Context: an optimization exercise on an open-source flow, tuned for small area, a short achievable clock period and few clock cycles per item. The choices shown serve that exercise and are no tape-out recipe.
Where RTL was checked, it was by simulation tests only, not by an equivalence proof against the original.
Power and IR drop assume default switching activity.

P:
Design top, start of the top module:
module top(
    input start, op, reset, clock,
    input [31:0] data_a, data_b,
    output busy, ready,
    output [31:0] data_o
);
For scale: roughly 53 flip-flops, about 100 I/O pins.
Settings: LEC_CHECK=0, CAP_MARGIN=20, CORE_MARGIN=2, CORE_UTILIZATION=60, SETUP_SLACK_MARGIN=3.3, SLEW_MARGIN=20; clock period 9.0 ns.
standard.sh (not shown) runs the stock make flow with config.mk's settings and CLKGATE_MAP_FILE= SYNTH_SCRIPT=/design/flow/synth_recipe.tcl, a recipe that flattens the netlist after the stock synthesis.
==> flow/flow/run.sh <==
#!/bin/bash
export BUFFER_PORTS_ARGS="-buffer_cell sky130_fd_sc_hd__buf_1"
bash standard.sh > standard.log 2>&1
Having completed the whole flow, P delivered a layout that passed the timing, design-rule and antenna checks.
Testbench counts of P, summed over its fixed seeds: cycles 9,600, ops 3,200.
For Q, these inputs were changed with respect to P:
Settings: SETUP_SLACK_MARGIN: 3.3 -> 3.0.
--- a/flow/flow/run.sh
+++ b/flow/flow/run.sh
@@ -2,0 +3 @@
+export RECOVER_POWER=100
Notes after the runs:
- Reported net switching power: Q lower than P
- Looking at cell count across Q and P, the one that comes out lower is Q.
- Going from P to Q, the worst slack at placement was found to have gone down by 0.40 ns.
- Utilization was lower in Q than in P.
- P -> Q: count of clock-buffer cells in the layout delta 0, exact match
- Diff P -> Q | worst hold-check slack | increase of 0.0041 ns
- | clock skew | P vs Q | ≈ equal |
- Comparing total power of the final layout for Q and P, the bigger number came from P.
- Side by side, area growth from synthesis to final layout turned out lower in Q than in P.
Input-level comparison between R and Q:
Settings: SETUP_SLACK_MARGIN changed from 3.0 to 2.
--- a/flow/flow/run.sh
+++ b/flow/flow/run.sh
@@ -3 +2,0 @@
-export RECOVER_POWER=100
[summary]
Both conditions hold for R: the flow ran to the end and the final layout passed the timing, design-rule and antenna checks. Both conditions hold for Q: the flow ran to the end and the final layout passed the timing, design-rule and antenna checks. From Q to R the numbers moved as follows: placed instance area neither gained nor lost much; total length of routed wires shows a reduction of about 8%; count of buffers not belonging to the clock network in the layout went down; fraction of power consumed by sequential logic now larger. Diff Q -> R: detailed route wirelength on metal2 -670 um; layout overhead on the synthesized area saw a decrease; power per unit of standard cell area now smaller. Comparing R and Q, the higher cell area was measured on Q. Setup WNS Q -> R: better. Relative to Q, proportion of power drawn by the clock network increased by 0.6 points in R.
[inputs] S vs R
Settings: swapping 60 for 72 in CORE_UTILIZATION.
### Flow results
Per the comparison of S with R, met1 usage in global routing moved up, sequential group share of total power closely matched the old numbers, non-clock buffer count went up by 2.
Area growth from synthesis to layout in S vs R: down 0.29 points
Going from R to S, final critical-path setup slack fell 0.20 ns; fraction of area in registers ~0 delta; well-tap cell count has decreased.
Between S and R, the proportion of power drawn by the clock network does not differ in any meaningful way.

Starting RTL as in the previous note.
// top
module top(
    input start, op, reset, clock,
    input [31:0] data_a, data_b,
    output busy, ready,
    output [31:0] data_o
);
==> flow/config.mk <==
export PLATFORM = sky130hd
export DESIGN_NAME = top
export DESIGN_NICKNAME = top
export VERILOG_FILES = /design/flow/design.v
export SDC_FILE = /design/flow/constraint.sdc
export NUM_CORES = 4
export LEC_CHECK = 0
export CAP_MARGIN = 20
export CORE_MARGIN = 2
export CORE_UTILIZATION = 60
export SETUP_SLACK_MARGIN = 2.6
export SLEW_MARGIN = 20
==> flow/constraint.sdc <==
create_clock -name core_clock -period 9.0 [get_ports {clock}]
set_input_delay 1.8000 -clock core_clock [delete_from_list [all_inputs] [get_ports {clock}]]
set_output_delay 1.8000 -clock core_clock [all_outputs]
set_load 0.01 [all_outputs]
==> flow/flow/run.sh <==
#!/bin/bash
export BUFFER_PORTS_ARGS="-buffer_cell sky130_fd_sc_hd__buf_1"
bash standard.sh > standard.log 2>&1
Testbench counts at the start, summed over its fixed seeds: cycles 9,600, ops 3,200.
Then changed:
--- a/flow/config.mk
+++ b/flow/config.mk
@@ -7,6 +7,6 @@
 export LEC_CHECK = 0
-export CAP_MARGIN = 20
+export CAP_MARGIN = 0
 export CORE_MARGIN = 2
 export CORE_UTILIZATION = 60
-export SETUP_SLACK_MARGIN = 2.6
-export SLEW_MARGIN = 20
+export SETUP_SLACK_MARGIN = 3.0
+export SLEW_MARGIN = 0
Total power rose by a little under a tenth. Setup slack gains 0.33 ns. Wire length grows by a few percent. First-iteration DRC count shrinks by a few percent. Sequential cell count stays the same.
Then changed:
--- a/flow/config.mk
+++ b/flow/config.mk
@@ -7,3 +7,3 @@
 export LEC_CHECK = 0
-export CAP_MARGIN = 0
+export CAP_MARGIN = 20
 export CORE_MARGIN = 2
@@ -11,2 +11,2 @@
 export SETUP_SLACK_MARGIN = 3.0
-export SLEW_MARGIN = 0
+export SLEW_MARGIN = 20
Effect:
- worst hold slack stays the same
- clock-buffer cell count is unchanged
- sequential share of layout area is unchanged
- first-iteration DRC count is unchanged
- via count is unchanged
- die area stays the same
- fmax stays the same
- register-to-register slack is about the same
- design area is unchanged
- total power is unchanged
- global-route usage is unchanged

Another version of the RTL of top (not shown whole).
Size in the first run: roughly 970 cells after synthesis, roughly 7200 um^2 of cells after synthesis.
Settings: LEC_CHECK=0, CAP_MARGIN=20, CORE_MARGIN=2, CORE_UTILIZATION=40, SLEW_MARGIN=20; clock period 9.0 ns.
==> flow/flow/run.sh <==
#!/bin/bash
cp standard.sh standard_sh_copy.txt
cp config.mk config_copy.txt
export BUFFER_PORTS_ARGS="-buffer_cell sky130_fd_sc_hd__buf_1"
bash standard.sh > standard.log 2>&1
The starting point ran to the end with no violations.
Rerun with:
==> flow/run.sh (new file) <==
#!/bin/bash
# synth_recipe.tcl (not shown) runs the flow's synth.tcl, then flattens the netlist and writes it again
# the make line also repeats each setting of config.mk as NAME=value (left out here)
make -C /OpenROAD-flow-scripts/flow DESIGN_CONFIG=/design/flow/config.mk WORK_HOME=/design/flow/orfs CLKGATE_MAP_FILE= SYNTH_SCRIPT=/design/flow/synth_recipe.tcl finish
--- a/flow/config.mk
+++ b/flow/config.mk
@@ -8,4 +8,5 @@
 export CAP_MARGIN = 20
 export CORE_MARGIN = 2
-export CORE_UTILIZATION = 40
+export CORE_UTILIZATION = 60
+export SETUP_SLACK_MARGIN = 2
 export SLEW_MARGIN = 20
removed: flow/flow/run.sh
removed: flow/standard.sh
- The new run finished clean
- sequential cell count is unchanged
- routed wire length rose by 3.3%
- final cell count decreases by 4.7%
- global-route usage increases by 12 points
No functional check of the RTL was part of any run of this note.

port drivers added, routing unchanged:
No port has a modelled driver above. Below, the same layouts with a new extraction and two added sets of constraints. Step 1: set_driving_cell puts a clkbuf_16 on clock and a buf_2 on each other input, an assumption about the parent block. Step 2 adds t to the input delays and takes it off the output delays; t is the mean of the earliest and latest rising clock arrival at the registers after step 1. Input paths then give back, and output paths get back, about the clock's delay inside the block. Three values: ideal ports, drivers, drivers and shift; two values: the first two.
| run | shift t [ns] | setup WS [ns] | worst setup path at the end | latest minus earliest clock arrival (ns) | slew at the worst register clock pin (ns) |
|---|---|---|---|---|---|
| P | 0.363 | 2.703 / 2.670 / 2.620 | input to register | 0.019 / 0.018 | 0.12 / 0.12 |
| Q | 0.341 | 1.764 / 1.774 / 1.434 | input to register | 0.009 / 0.009 | 0.11 / 0.11 |
| R | 0.342 | 2.332 / 2.300 / 2.066 | input to register | 0.022 / 0.022 | 0.11 / 0.11 |
| S | 0.344 | 2.133 / 2.141 / 1.797 | input to register | 0.016 / 0.016 | 0.11 / 0.11 |
| the first run of note 2 | 0.346 | 2.761 / 2.769 / 2.423 | input to register | 0.026 / 0.025 | 0.12 / 0.12 |
| the second run of note 2 | 0.343 | 3.092 / 3.056 / 2.773 | input to register | 0.007 / 0.007 | 0.11 / 0.11 |
| the third run of note 2 | 0.343 | 3.092 / 3.056 / 2.773 | input to register | 0.007 / 0.007 | 0.11 / 0.11 |
| the first run of note 3 | 0.323 | 1.184 / 1.149 / 1.472 | register to output | 0.006 / 0.006 | 0.07 / 0.07 |
| the second run of note 3 | 0.333 | 2.114 / 2.075 / 1.970 | input to register | 0.017 / 0.017 | 0.08 / 0.08 |
After both steps every run listed still meets setup and hold. The setup slack of the first run of note 2, which loses most, moves by +0.008 ns with the drivers and by -0.338 ns with both steps.
